This is an optimization exercise on Yosys and OpenROAD, whose aim is small area, a short achievable clock period and few clock cycles per item, not a production implementation.
Where RTL was checked, it was by simulation tests only, not by an equivalence proof against the original.

Setup of run D:
==> module gcd_coprocessor, before the edit <==
module gcd_coprocessor #( parameter W = 16 ) (
  input clk,
  input reset,
  input operands_val,
  input [W-1:0] operands_bits_A,
  input [W-1:0] operands_bits_B,
  output operands_rdy,
  output result_val,
  output [W-1:0] result_bits,
  input result_rdy
);
  function [3:0] ctz(input [W-1:0] v);
    integer i;
    begin
      ctz = 4'd0;
      for (i = W - 1; i >= 0; i = i - 1)
        if (v[i]) ctz = i;
    end
  endfunction
  reg [W-1:0] A, B;
  reg [3:0]   k;       
  reg         fin;     
  reg         busy;
  wire [W-1:0] xab = A ^ B;
  wire eq   = ~|xab;
  wire bz   = ~|B;
  wire kz   = (k == 4'd0);
  wire stop = eq | fin;
  wire done = busy & stop & kz;
  assign result_val   = done;
  assign result_bits  = A;
  assign operands_rdy = ~busy | (done & result_rdy);
  wire load = operands_val & operands_rdy;
  wire both_even = ~A[0] & ~B[0];
  wire         sub = B[0] | bz;
  wire [W:0]   d = {1'b0, A} - {1'b0, B};
  wire         neg = d[W];
  wire [W-1:0] y = sub ? xab : B;         
  wire [3:0]   s = both_even ? 4'd1 : ctz(y);
  wire [W-1:0] f = d[W-1:0] ^ {W{neg}};   
  wire [W-1:0] g = sub ? f : B;
  wire [W-1:0] bnext = (g >> s) | {{(W-1){1'b0}}, sub & neg};
  wire swap = B[0] & (~A[0] | ~neg);
  always @(posedge clk or posedge reset) begin
    if (reset) begin
      busy <= 1'b0;
    end else if (load) begin
      busy <= 1'b1;
    end else if (done & result_rdy) begin
      busy <= 1'b0;
    end
  end
  wire a_load = load;
  wire a_shl  = ~load & busy & stop & ~kz;
  wire a_shr  = ~load & busy & ~stop & both_even;
  wire a_swp  = ~load & busy & ~stop & ~both_even & swap;
  wire a_hold = ~(a_load | a_shl | a_shr | a_swp);
  wire b_new  = ~load & busy & ~stop;
  wire b_hold = ~(load | b_new);
  wire [W-1:0] anext = ({W{a_load}} & operands_bits_A) | ({W{a_shl}} & (A << 1))
                     | ({W{a_shr}} & (A >> 1)) | ({W{a_swp}} & B) | ({W{a_hold}} & A);
  wire [W-1:0] bnext2 = ({W{load}} & operands_bits_B) | ({W{b_new}} & bnext) | ({W{b_hold}} & B);
  always @(posedge clk) begin
    A <= anext;
    B <= bnext2;
    if (load) begin
      k   <= 4'd0;
      fin <= 1'b0;
    end else if (busy) begin
      if (stop) begin
        if (!kz) begin
          k   <= k - 4'd1;
          fin <= 1'b1;
        end
      end else if (both_even) begin
        k <= k + 4'd1;
      end
    end
  end
endmodule
clock: 5.0 ns
lec_check: 0
cap_margin: 20
cell_pad_in_sites_detail_placement: 0
cell_pad_in_sites_global_placement: 1
core_area: 5 5 115 115
die_area: 0 0 120 120
place_density: 0.5
setup_slack_margin: 1.0
slew_margin: 20
tns_end_percent: 5
run.sh (not shown) runs the stock make flow with config.mk's settings and CLKGATE_MAP_FILE= SYNTH_SCRIPT=/design/flow/synth_recipe.tcl, a recipe that flattens the netlist after the stock synthesis.
Run D: done, clean on timing, DRC and antenna
Testbench counts of run D, summed over its fixed seeds: cycles 6,282, items 512.
What run C does differently from run D at the input level:
--- a/flow/design.v
+++ b/flow/design.v
@@ -51,18 +51,8 @@
     end
   end
-  wire a_load = load;
-  wire a_shl  = ~load & busy & stop & ~kz;
-  wire a_shr  = ~load & busy & ~stop & both_even;
-  wire a_swp  = ~load & busy & ~stop & ~both_even & swap;
-  wire a_hold = ~(a_load | a_shl | a_shr | a_swp);
-  wire b_new  = ~load & busy & ~stop;
-  wire b_hold = ~(load | b_new);
-  wire [W-1:0] anext = ({W{a_load}} & operands_bits_A) | ({W{a_shl}} & (A << 1))
-                     | ({W{a_shr}} & (A >> 1)) | ({W{a_swp}} & B) | ({W{a_hold}} & A);
-  wire [W-1:0] bnext2 = ({W{load}} & operands_bits_B) | ({W{b_new}} & bnext) | ({W{b_hold}} & B);
   always @(posedge clk) begin
-    A <= anext;
-    B <= bnext2;
     if (load) begin
+      A   <= operands_bits_A;
+      B   <= operands_bits_B;
       k   <= 4'd0;
       fin <= 1'b0;
@@ -70,9 +60,16 @@
       if (stop) begin
         if (!kz) begin
+          A   <= A << 1;
           k   <= k - 4'd1;
           fin <= 1'b1;
         end
-      end else if (both_even) begin
-        k <= k + 4'd1;
+      end else begin
+        if (both_even) begin
+          A <= A >> 1;
+          k <= k + 4'd1;
+        end else if (swap) begin
+          A <= B;
+        end
+        B <= bnext;
       end
     end
Results
- When run C is measured against run D, its share of cells above drive strength 1 turns out 3.9 points higher.
- Weighted congestion reported at the end of routability-driven placement for run C is higher than for run D.
- Going from run D to run C, wire length of the first global-routing pass lower.
- Against run D, cell area after layout in run C came out worse.
- There was hardly any difference in clock latency at the later pin of the worst-skew pair between run C and run D.
- Final period utilization: run D and run C compared, higher one is run C
- Run C: done, clean on timing, DRC and antenna
- Hold slack in run C is 0.032 ns above run D.
- [compare] base=run D new=run C: synthesized area divided by synthesized cell count higher; slack of the critical path lower; mapped cell area higher.
- The run showing the greater time the worst path needs with I/O delays and setup is run C.
- Standard cell area after detailed placement went up by a few percent going from run D to run C.
- Run C has flip-flop and latch share of the layout cell area above what run D had.
The RTL of run C was laid out without a check of its function.


Another version of the RTL of gcd_coprocessor (not shown whole).
Size in the first run: ~54 I/O pins.
==> module gcd_coprocessor, before the edit <==
module gcd_coprocessor #( parameter W = 16 ) (
  input clk,
  input reset,
  input operands_val,
  input [W-1:0] operands_bits_A,
  input [W-1:0] operands_bits_B,
  output operands_rdy,
  output result_val,
  output [W-1:0] result_bits,
  input result_rdy
);
  function [3:0] ctz(input [W-1:0] v);
    integer i;
    begin
      ctz = 4'd0;
      for (i = W - 1; i >= 0; i = i - 1)
        if (v[i]) ctz = i;
    end
  endfunction
  reg [W-1:0] A, B;
  reg [3:0]   k;       
  reg         fin;     
  reg         busy;
  wire [W-1:0] xab = A ^ B;
  wire eq   = ~|xab;
  wire bz   = ~|B;
  wire kz   = (k == 4'd0);
  wire stop = eq | fin;
  wire done = busy & stop & kz;
  assign result_val   = done;
  assign result_bits  = A;
  assign operands_rdy = ~busy | (done & result_rdy);
  wire load = operands_val & operands_rdy;
  wire both_even = ~A[0] & ~B[0];
  wire         sub = B[0] | bz;
  wire [W:0]   d = {1'b0, A} - {1'b0, B};
  wire         neg = d[W];
  wire [W-1:0] y = sub ? xab : B;         
  wire [3:0]   tz = ctz(y);
  wire         big = |tz[3:2];            
  wire [1:0]   s = both_even ? 2'd1 : (big ? 2'd3 : tz[1:0]);
  wire [W-1:0] f = d[W-1:0] ^ {W{neg}};   
  wire [W-1:0] g = sub ? f : B;
  wire [W-1:0] bnext = (g >> s) | {{(W-1){1'b0}}, sub & neg};
  wire flip = sub & neg & big;
  wire swap = B[0] & (~A[0] | ~neg | big);
  always @(posedge clk or posedge reset) begin
    if (reset) begin
      busy <= 1'b0;
    end else if (load) begin
      busy <= 1'b1;
    end else if (done & result_rdy) begin
      busy <= 1'b0;
    end
  end
  wire a_load = load;
  wire a_shl  = ~load & busy & stop & ~kz;
  wire a_shr  = ~load & busy & ~stop & both_even;
  wire a_swp  = ~load & busy & ~stop & ~both_even & swap;
  wire a_hold = ~(a_load | a_shl | a_shr | a_swp);
  wire b_new  = ~load & busy & ~stop;
  wire b_hold = ~(load | b_new);
  wire [W-1:0] anext = ({W{a_load}} & operands_bits_A) | ({W{a_shl}} & (A << 1))
                     | ({W{a_shr}} & (A >> 1)) | ({W{a_swp}} & B) | ({W{a_hold}} & A);
  wire [W-1:0] bnext2 = ({W{load}} & operands_bits_B) | ({W{b_new & ~flip}} & bnext)
                      | ({W{b_new & flip}} & A) | ({W{b_hold}} & B);
  wire k_dec = a_shl;
  wire k_inc = a_shr;
  wire [3:0] knext = ({4{k_dec}} & (k - 4'd1)) | ({4{k_inc}} & (k + 4'd1))
                   | ({4{~load & ~k_dec & ~k_inc}} & k);
  wire finnext = ~load & (fin | a_shl);
  always @(posedge clk) begin
    A <= anext;
    B <= bnext2;
    k   <= knext;
    fin <= finnext;
  end
endmodule
Settings: LEC_CHECK=0, ABC_AREA=1, CAP_MARGIN=20, CELL_PAD_IN_SITES_DETAIL_PLACEMENT=0, CELL_PAD_IN_SITES_GLOBAL_PLACEMENT=1, CORE_AREA=5 5 95 95, DIE_AREA=0 0 100 100, PLACE_DENSITY=0.85, SETUP_SLACK_MARGIN=1.5, SLEW_MARGIN=20; clock period 5.0 ns.
standard.sh (not shown) runs the stock make flow with config.mk's settings and CLKGATE_MAP_FILE= SYNTH_SCRIPT=/design/flow/synth_recipe.tcl, a recipe that flattens the netlist after the stock synthesis.
==> flow/flow/run.sh <==
#!/bin/bash
# The standard layout (the standard.sh on all ORFS steps), with the port
# buffers that global placement inserts made the smallest buffer cell
# (sky130_fd_sc_hd__buf_1) instead of the delay buffer buffer_ports picks by
# itself. Every input and output port still gets its own buffer.
set -euo pipefail
export BUFFER_PORTS_ARGS="-buffer_cell sky130_fd_sc_hd__buf_1"
bash standard.sh > run_standard.log 2>&1
==> next run, changes <==
--- a/flow/design.v
+++ b/flow/design.v
@@ -35,16 +35,13 @@
   wire         sub = B[0] | bz;
   wire [W:0]   d = {1'b0, A} - {1'b0, B};
   wire         neg = d[W];
   wire [W-1:0] y = sub ? xab : B;         
-  wire [3:0]   tz = ctz(y);
-  wire         big = |tz[3:2];            
-  wire [1:0]   s = both_even ? 2'd1 : (big ? 2'd3 : tz[1:0]);
+  wire [3:0]   s = both_even ? 4'd1 : ctz(y);
   wire [W-1:0] f = d[W-1:0] ^ {W{neg}};   
   wire [W-1:0] g = sub ? f : B;
   wire [W-1:0] bnext = (g >> s) | {{(W-1){1'b0}}, sub & neg};
-  wire flip = sub & neg & big;
-  wire swap = B[0] & (~A[0] | ~neg | big);
+  wire swap = B[0] & (~A[0] | ~neg);
   always @(posedge clk or posedge reset) begin
     if (reset) begin
       busy <= 1'b0;
     end else if (load) begin
@@ -53,23 +50,20 @@
       busy <= 1'b0;
     end
   end
   wire a_load = load;
-  wire a_shl  = ~load & busy & stop & ~kz;
-  wire a_shr  = ~load & busy & ~stop & both_even;
-  wire a_swp  = ~load & busy & ~stop & ~both_even & swap;
+  wire a_shl  = ~load & stop & ~kz;
+  wire a_shr  = ~load & ~stop & both_even;
+  wire a_swp  = ~load & ~stop & ~both_even & swap;
   wire a_hold = ~(a_load | a_shl | a_shr | a_swp);
-  wire b_new  = ~load & busy & ~stop;
-  wire b_hold = ~(load | b_new);
   wire [W-1:0] anext = ({W{a_load}} & operands_bits_A) | ({W{a_shl}} & (A << 1))
                      | ({W{a_shr}} & (A >> 1)) | ({W{a_swp}} & B) | ({W{a_hold}} & A);
-  wire [W-1:0] bnext2 = ({W{load}} & operands_bits_B) | ({W{b_new & ~flip}} & bnext)
-                      | ({W{b_new & flip}} & A) | ({W{b_hold}} & B);
+  wire [W-1:0] bnext2 = ({W{load}} & operands_bits_B) | ({W{~load}} & bnext);
   wire k_dec = a_shl;
   wire k_inc = a_shr;
   wire [3:0] knext = ({4{k_dec}} & (k - 4'd1)) | ({4{k_inc}} & (k + 4'd1))
                    | ({4{~load & ~k_dec & ~k_inc}} & k);
-  wire finnext = ~load & (fin | a_shl);
+  wire finnext = ~load & stop;
   always @(posedge clk) begin
     A <= anext;
     B <= bnext2;
     k   <= knext;
Worst setup slack improved by 0.033 ns.
Hold slack stays flat.
Cell count went up by 9.8%.
Die area is unchanged.
Count of clock-buffer cells in the layout does not change.
Non-clock buffer count rises by 17.
Synthesized cell count rises by 8.8%.
No run of this note included a check of the RTL's function; only the layout flow was run.

-- what the ideal ports hide --
No port has a modelled driver above. Below, the same layouts with a new extraction and two added sets of constraints. Step 1 sets driving cells, clkbuf_16 on the clock port and buf_2 on the other inputs (assumed; they add their load-dependent delay and slew). Step 2 adds t to the input delays and takes it off the output delays; t is the mean of the earliest and latest rising clock arrival at the registers after step 1. Input paths then give back, and output paths get back, about the clock's delay inside the block. a / b / c = ideal / step 1 / step 2; a / b = the first two.
| run | t (ns) | slack for setup (ns) | worst register clock-pin slew, ns | cell pins on the clock port's net |
|---|---|---|---|---|
| run D | 0.337 | 1.105 / 1.066 / 1.169 | 0.06 / 0.06 | 1 |
| run C | 0.320 | 1.064 / 1.064 / 1.064 | 0.06 / 0.06 | 1 |
| the first run of note 2 | 0.318 | 1.658 / 1.627 / 1.753 | 0.08 / 0.08 | 1 |
| the second run of note 2 | 0.323 | 1.691 / 1.657 / 1.731 | 0.08 / 0.08 | 1 |
After both steps every run listed still meets setup and hold.
